Source: an optimization exercise on an open RTL-to-GDS flow (aim: small area). Production flows keep margins and buffers that such runs may drop.
In this exercise RTL edits were held to simulation tests only and were not proved equivalent to the original.
The clock port is modelled as an ideal driver, which makes a skipped or thinned clock tree look cheaper than it is; a real chip needs a root buffer or a tree.
No activity file was given, so power comes from the tool's default toggle rates.

==> flow/design.v (excerpt) <==
module nback_top (
  input  logic       clk_50_mhz_i,
  input  logic       key_0_i,
  input  logic       key_1_i,
  output logic [7:0] leds_o
);
logic [2:0] key_1_d;
always_ff @( posedge clk_50_mhz_i )
  key_1_d <= { key_1_d[1:0], key_1_i };
logic rst;
assign rst = !key_1_d[2];
logic [3:0] pin_d;
always_ff @( posedge clk_50_mhz_i )
  pin_d <= { pin_d[2:0], key_0_i };
logic [9:0] db_s;
logic [9:0] db_cnt;
logic       db_low0;
logic       db_max;
logic       released;
logic       released_d;
logic       answer;
assign db_cnt  = db_s ^ 10'h2aa;
assign db_low0 = ( db_cnt[8:0] == '0 );
assign db_max  = db_cnt[9] && db_low0;
always_ff @( posedge clk_50_mhz_i )
  if( rst || ( pin_d[3] ^ pin_d[2] ) )
    db_s <= 10'h2aa;
  else
    db_s <= { db_cnt[8:0], db_cnt[9] ^ db_cnt[6] ^ db_low0 } ^ 10'h2aa;
always_ff @( posedge clk_50_mhz_i )
  if( rst )
    released <= 1'b1;
  else
    if( db_max )
      released <= pin_d[3];
always_ff @( posedge clk_50_mhz_i )
  released_d <= released;
assign answer = !released && released_d;
logic [9:0] led_s;
logic [9:0] led_cnt;
logic       led_end;
logic [2:0] led_pos;
assign led_cnt = led_s ^ 10'h2aa;
assign led_end = ( led_cnt == 10'd838 );
always_ff @( posedge clk_50_mhz_i )
  if( rst || led_end )
    led_s <= 10'd1 ^ 10'h2aa;
  else
    led_s <= { led_cnt[8:0], led_cnt[9] ^ led_cnt[6] } ^ 10'h2aa;
always_ff @( posedge clk_50_mhz_i )
  if( led_end )
    led_pos <= led_pos + 3'd1;
  else
    if( rst )
      led_pos <= '0;
localparam logic [1:0] IDLE_P = 2'd0,
                       PRE_P  = 2'd1,
  ...
Size: about 220 cells after synthesis, roughly 11 I/O pins.
Settings: LEC_CHECK=0, CAP_MARGIN=20, CORE_MARGIN=2, CORE_UTILIZATION=40, SLEW_MARGIN=20; clock period 5.0 ns.
standard.sh (not shown) runs the stock make flow with config.mk's settings and CLKGATE_MAP_FILE= SYNTH_SCRIPT=/design/flow/synth_recipe.tcl, a recipe that flattens the netlist after the stock synthesis.
==> flow/flow/run.sh <==
#!/bin/bash
# Layout flow: the standard synthesis, then the combinational logic is
# mapped again for area (registers untouched), then the standard layout
# steps with adjusted clock tree and port buffer settings.
set -euo pipefail
LIB=$FLOW_HOME/platforms/sky130hd/lib/sky130_fd_sc_hd__tt_025C_1v80.lib
R=orfs/results/sky130hd/nback_top/base
L=orfs/logs/sky130hd/nback_top/base

bash standard.sh synth > flow_1_synth.log 2>&1
cp $R/1_2_yosys.v $R/1_2_yosys_standard.v

DU=$(grep -o -- '-dont_use [A-Za-z0-9_]*' $L/1_2_yosys.log | sort -u | tr '\n' ' ')
# One mapping pass: the combinational cells are turned back into logic and
# mapped again by ABC with an area script; the registers stay as they are.
remap() {
  cat > remap_$3.ys <<EOS
read_liberty -ignore_miss_func $LIB
read_verilog $1
hierarchy -top $FLOW_TOP
blackbox sky130_fd_sc_hd__*df*
flatten
hierarchy -top $FLOW_TOP
opt -purge
read_liberty -lib -nooverwrite -ignore_miss_func $LIB
abc -liberty $LIB $DU -script $4
opt_clean -purge
splitnets
opt_clean -purge
rename -hide w:*.*
hilomap -singleton -hicell sky130_fd_sc_hd__conb_1 HI -locell sky130_fd_sc_hd__conb_1 LO
check -assert -mapped
tee -o $2.stat stat -liberty $LIB
write_verilog -noattr -nohex -nodec $2
EOS
  yosys -s remap_$3.ys > flow_2_remap_$3.log 2>&1
  grep 'Chip area' $2.stat | awk '{print $NF}'
}
# Run every script on a netlist (4 at a time); print "area file" lines.
pass_all() {
  local src=$1 tag=$2 sc n
  for sc in flow/abc_*.abc; do
    n=$(basename $sc .abc)
    ( remap $src remap_${tag}_$n.v ${tag}_$n $sc > remap_${tag}_$n.area ) &
    while [ $(jobs -r | wc -l) -ge 4 ]; do sleep 0.2; done
  done
  wait
  for sc in flow/abc_*.abc; do
    n=$(basename $sc .abc)
    echo "$(cat remap_${tag}_$n.area) remap_${tag}_$n.v"
  done | awk '$1 != ""' | sort -g
}
# The three best first mappings each start a chain: each pass maps the
# chain's best netlist with every script, until a pass brings no gain.
pass_all $R/1_2_yosys_standard.v 0 > heads.txt
cat heads.txt >> flow_2_remap.log
best=$(head -1 heads.txt | awk '{print $2}')
best_area=$(head -1 heads.txt | awk '{print $1}')
for c in 1 2 3; do
  cur=$(sed -n "${c}p" heads.txt | awk '{print $2}')
  cur_area=$(sed -n "${c}p" heads.txt | awk '{print $1}')
  [ -n "$cur" ] || continue
  for k in 1 2 3 4 5 6 7 8 9 10; do
    pass_all $cur c${c}p$k > pass_c${c}p$k.txt
    top=$(head -1 pass_c${c}p$k.txt)
    a=$(echo $top | awk '{print $1}')
    f=$(echo $top | awk '{print $2}')
    echo "chain $c pass $k best $a $f" >> flow_2_remap.log
    if awk -v a="$a" -v b="$cur_area" 'BEGIN { exit !(a != "" && a + 0 < b + 0) }'; then
      cur=$f
      cur_area=$a
    else
      break
    fi
  done
  if awk -v a="$cur_area" -v b="$best_area" 'BEGIN { exit !(a + 0 < b + 0) }'; then
    best=$cur
    best_area=$cur_area
  fi
done
echo "kept $best area $best_area" >> flow_2_remap.log
cp $best $R/1_2_yosys.v
rm -f $R/1_synth.odb $R/1_synth.sdc

export CLOCK_GROUPS=${CLOCK_GROUPS:-2}
export CLOCK_BUF=${CLOCK_BUF:-sky130_fd_sc_hd__clkbuf_16}
bash standard.sh finish \
  "PRE_CTS_TCL=$PWD/flow/pre_cts.tcl" \
  "BUFFER_PORTS_ARGS=-buffer_cell sky130_fd_sc_hd__buf_1" \
  > flow_3_finish.log 2>&1
==> flow/flow/abc_f3.abc <==
strash
balance
 rewrite
 refactor
 balance
 rewrite
 rewrite -z
 balance
 refactor -z
 rewrite -z
 balance
dch -f
if -a -K 4
mfs2
strash
&get -n
&deepsyn -T 20
&put
dch -f
amap
topo
==> flow/flow/abc_g0.abc <==
strash
&get -n
&deepsyn -T 30 -S 0
&put
dch -f
amap
topo
==> flow/flow/abc_g1.abc <==
strash
&get -n
&deepsyn -T 30 -S 1
&put
dch -f
amap
topo
==> flow/flow/abc_g2.abc <==
strash
&get -n
&deepsyn -T 30 -S 2
&put
dch -f
amap
topo
==> flow/flow/abc_g3.abc <==
strash
&get -n
&deepsyn -T 30 -S 3
&put
dch -f
amap
topo
==> flow/flow/abc_g4.abc <==
strash
&get -n
&deepsyn -T 30 -S 4
&put
dch -f
amap
topo
==> flow/flow/abc_g5.abc <==
strash
&get -n
&deepsyn -T 30 -S 5
&put
dch -f
amap
topo
==> flow/flow/abc_g6.abc <==
strash
&get -n
&deepsyn -T 30 -S 6
&put
dch -f
amap
topo
==> flow/flow/abc_g7.abc <==
strash
&get -n
&deepsyn -T 30 -S 7
&put
dch -f
amap
topo
==> flow/flow/pre_cts.tcl <==
# Clock tree: the registers are split into CLOCK_GROUPS groups of equal size
# by their angle around the registers' centre; one clock buffer at the centre
# of each group drives that group's clock pins, and the clock port drives
# only those buffers.
set block [ord::get_db_block]
set dbu [$block getDbUnitsPerMicron]
set regs {}
set sx 0.0
set sy 0.0
foreach inst [$block getInsts] {
  if { [string match "*df*" [[$inst getMaster] getName]] } {
    set bb [$inst getBBox]
    set x [expr { ([$bb xMin] + [$bb xMax]) / 2.0 / $dbu }]
    set y [expr { ([$bb yMin] + [$bb yMax]) / 2.0 / $dbu }]
    lappend regs [list [$inst getName] $x $y]
    set sx [expr { $sx + $x }]
    set sy [expr { $sy + $y }]
  }
}
set n [llength $regs]
set cx [expr { $sx / $n }]
set cy [expr { $sy / $n }]
set k $::env(CLOCK_GROUPS)
set tagged {}
foreach r $regs {
  lappend tagged [concat $r [expr { atan2([lindex $r 2] - $cy, [lindex $r 1] - $cx) }]]
}
set tagged [lsort -real -index 3 $tagged]
for { set i 0 } { $i < $k } { incr i } {
  set lo [expr { $i * $n / $k }]
  set hi [expr { ($i + 1) * $n / $k - 1 }]
  set g [lrange $tagged $lo $hi]
  set pins {}
  set gx 0.0
  set gy 0.0
  foreach r $g {
    lappend pins [get_pins "[lindex $r 0]/CLK"]
    set gx [expr { $gx + [lindex $r 1] }]
    set gy [expr { $gy + [lindex $r 2] }]
  }
  set m [llength $g]
  set loc [list [expr { $gx / $m }] [expr { $gy / $m }]]
  puts "Clock buffer $i at $loc for $m registers"
  insert_buffer -buffer_cell $::env(CLOCK_BUF) -net clk_50_mhz_i \
    -load_pins $pins -location $loc -buffer_name clkbuf_leaf_$i -net_name clk_leaf_$i
}
set_propagated_clock [all_clocks]
proc clock_tree_synthesis { args } {
  puts "clock_tree_synthesis skipped: the clock buffers are already in place"
}
Other scripts of this flow, unchanged in this note and not shown: flow/flow/abc_a7.abc, flow/flow/abc_b2.abc, flow/flow/abc_c7.abc, flow/flow/abc_d2.abc, flow/flow/abc_d3.abc, flow/flow/abc_d7.abc, flow/flow/abc_d8.abc, flow/flow/abc_e3.abc, flow/flow/abc_e8.abc
==> next run, changes <==
==> flow/flow/abc_g0.abc (replaced) <==
strash
&get -n
&deepsyn -T 20 -S 0
&put
dch -f
amap
topo
==> flow/flow/abc_g1.abc (replaced) <==
strash
&get -n
&deepsyn -T 20 -S 1
&put
dch -f
amap
topo
==> flow/flow/abc_g2.abc (replaced) <==
strash
&get -n
&deepsyn -T 20 -S 2
&put
dch -f
amap
topo
==> flow/flow/abc_g3.abc (replaced) <==
strash
&get -n
&deepsyn -T 20 -S 3
&put
dch -f
amap
topo
removed: flow/flow/abc_g4.abc
removed: flow/flow/abc_g5.abc
removed: flow/flow/abc_g6.abc
removed: flow/flow/abc_g7.abc
The new run finished with timing, DRC and antenna clean.
Power hardly moves.
Die area stays flat.
First-iteration DRC count increases by 34%.
Sequential cell count stays the same.
Worst setup slack is better by 590 ps.
Global-route usage hardly moves.
Utilization hardly moves.
Maximum frequency increases by 21%.
Wire length decreases by 2.8%.
Clock skew barely changes.
Critical path depth decreases by 2.
==> next run, changes <==
--- a/flow/flow/run.sh
+++ b/flow/flow/run.sh
@@ -83,6 +83,6 @@
 rm -f $R/1_synth.odb $R/1_synth.sdc
 
-export CLOCK_GROUPS=${CLOCK_GROUPS:-2}
-export CLOCK_BUF=${CLOCK_BUF:-sky130_fd_sc_hd__clkbuf_16}
+export CLOCK_GROUPS=${CLOCK_GROUPS:-3}
+export CLOCK_BUF=${CLOCK_BUF:-sky130_fd_sc_hd__clkbuf_8}
 bash standard.sh finish \
   "PRE_CTS_TCL=$PWD/flow/pre_cts.tcl" \
The changed run passed the timing, design-rule and antenna checks.
Wire length went up by 0.65%.
Hold slack gains 8.8 ps.
Synthesized area stays the same.
Design area came out lower by 0.39%.
First-iteration DRC count falls by 15%.
Final cell count is higher by 0.33%.
==> next run, changes <==
--- a/flow/flow/run.sh
+++ b/flow/flow/run.sh
@@ -37,45 +37,26 @@
   grep 'Chip area' $2.stat | awk '{print $NF}'
 }
-# Run every script on a netlist (4 at a time); print "area file" lines.
-pass_all() {
-  local src=$1 tag=$2 sc n
+# Several passes; in each, every script maps the best netlist so far (4 at a
+# time); keep the smallest.
+best=$R/1_2_yosys_standard.v
+best_area=1e9
+for k in 1 2 3 4 5 6 7 8 9 10 11 12; do
   for sc in flow/abc_*.abc; do
     n=$(basename $sc .abc)
-    ( remap $src remap_${tag}_$n.v ${tag}_$n $sc > remap_${tag}_$n.area ) &
+    ( remap $best remap_${k}_$n.v ${k}_$n $sc > remap_${k}_$n.area ) &
     while [ $(jobs -r | wc -l) -ge 4 ]; do sleep 0.2; done
   done
   wait
+  prev=$best
   for sc in flow/abc_*.abc; do
     n=$(basename $sc .abc)
-    echo "$(cat remap_${tag}_$n.area) remap_${tag}_$n.v"
-  done | awk '$1 != ""' | sort -g
-}
-# The three best first mappings each start a chain: each pass maps the
-# chain's best netlist with every script, until a pass brings no gain.
-pass_all $R/1_2_yosys_standard.v 0 > heads.txt
-cat heads.txt >> flow_2_remap.log
-best=$(head -1 heads.txt | awk '{print $2}')
-best_area=$(head -1 heads.txt | awk '{print $1}')
-for c in 1 2 3; do
-  cur=$(sed -n "${c}p" heads.txt | awk '{print $2}')
-  cur_area=$(sed -n "${c}p" heads.txt | awk '{print $1}')
-  [ -n "$cur" ] || continue
-  for k in 1 2 3 4 5 6 7 8 9 10; do
-    pass_all $cur c${c}p$k > pass_c${c}p$k.txt
-    top=$(head -1 pass_c${c}p$k.txt)
-    a=$(echo $top | awk '{print $1}')
-    f=$(echo $top | awk '{print $2}')
-    echo "chain $c pass $k best $a $f" >> flow_2_remap.log
-    if awk -v a="$a" -v b="$cur_area" 'BEGIN { exit !(a != "" && a + 0 < b + 0) }'; then
-      cur=$f
-      cur_area=$a
-    else
-      break
+    a=$(cat remap_${k}_$n.area)
+    echo "pass $k script $n area $a" >> flow_2_remap.log
+    if awk -v a="$a" -v b="$best_area" 'BEGIN { exit !(a != "" && a + 0 < b + 0) }'; then
+      best=remap_${k}_$n.v
+      best_area=$a
     fi
   done
-  if awk -v a="$cur_area" -v b="$best_area" 'BEGIN { exit !(a + 0 < b + 0) }'; then
-    best=$cur
-    best_area=$cur_area
-  fi
+  if [ "$best" = "$prev" ]; then break; fi
 done
 echo "kept $best area $best_area" >> flow_2_remap.log
removed: flow/flow/abc_f3.abc
removed: flow/flow/abc_g0.abc
removed: flow/flow/abc_g1.abc
removed: flow/flow/abc_g2.abc
removed: flow/flow/abc_g3.abc
Hold slack hardly moves.
Critical path depth came out higher by 1.
Worst setup slack improves by 57 ps.
Wire length hardly moves.
Utilization grows by 0.26 points.
Final area increases by 1.2%.
Synthesized cell count rises by 5.9%.
Cell count grows by 4.3%.
Register-to-register slack improves by 210 ps.
Die area grows by 1.3%.
Power hardly moves.
In every run of this note, the design's own scripts or RTL, not TritonCTS, make the clock network.

==> port drivers added, routing unchanged <==
Ports are ideal in the flow. The routed layouts listed here were re-timed in OpenROAD.
Step 1: set_driving_cell puts a clkbuf_16 on clk_50_mhz_i and a buf_2 on each other input, an assumption about the parent block.
Step 2, shift: input delay + t, output delay - t, t = (earliest + latest rising clock arrival at the registers) / 2. This alone moves slack from input paths to output paths.
Three values: ideal, step 1, step 2; two values: the first two.
run | t (ns) | slack for setup (ns) | worst setup path after step 2 | clock arrival spread, ns | slew at the worst register clock pin (ns)
the first run | 0.208 | 1.592 / 1.549 / 1.757 | register to output | 0.013 / 0.012 | 0.11 / 0.11
the second run | 0.211 | 2.179 / 2.134 / 2.345 | register to output | 0.010 / 0.010 | 0.11 / 0.11
the third run | 0.214 | 2.174 / 2.127 / 2.341 | register to output | 0.016 / 0.016 | 0.12 / 0.12
the fourth run | 0.212 | 2.231 / 2.183 / 2.396 | register to output | 0.005 / 0.005 | 0.11 / 0.11
After both steps every run listed still meets setup and hold.
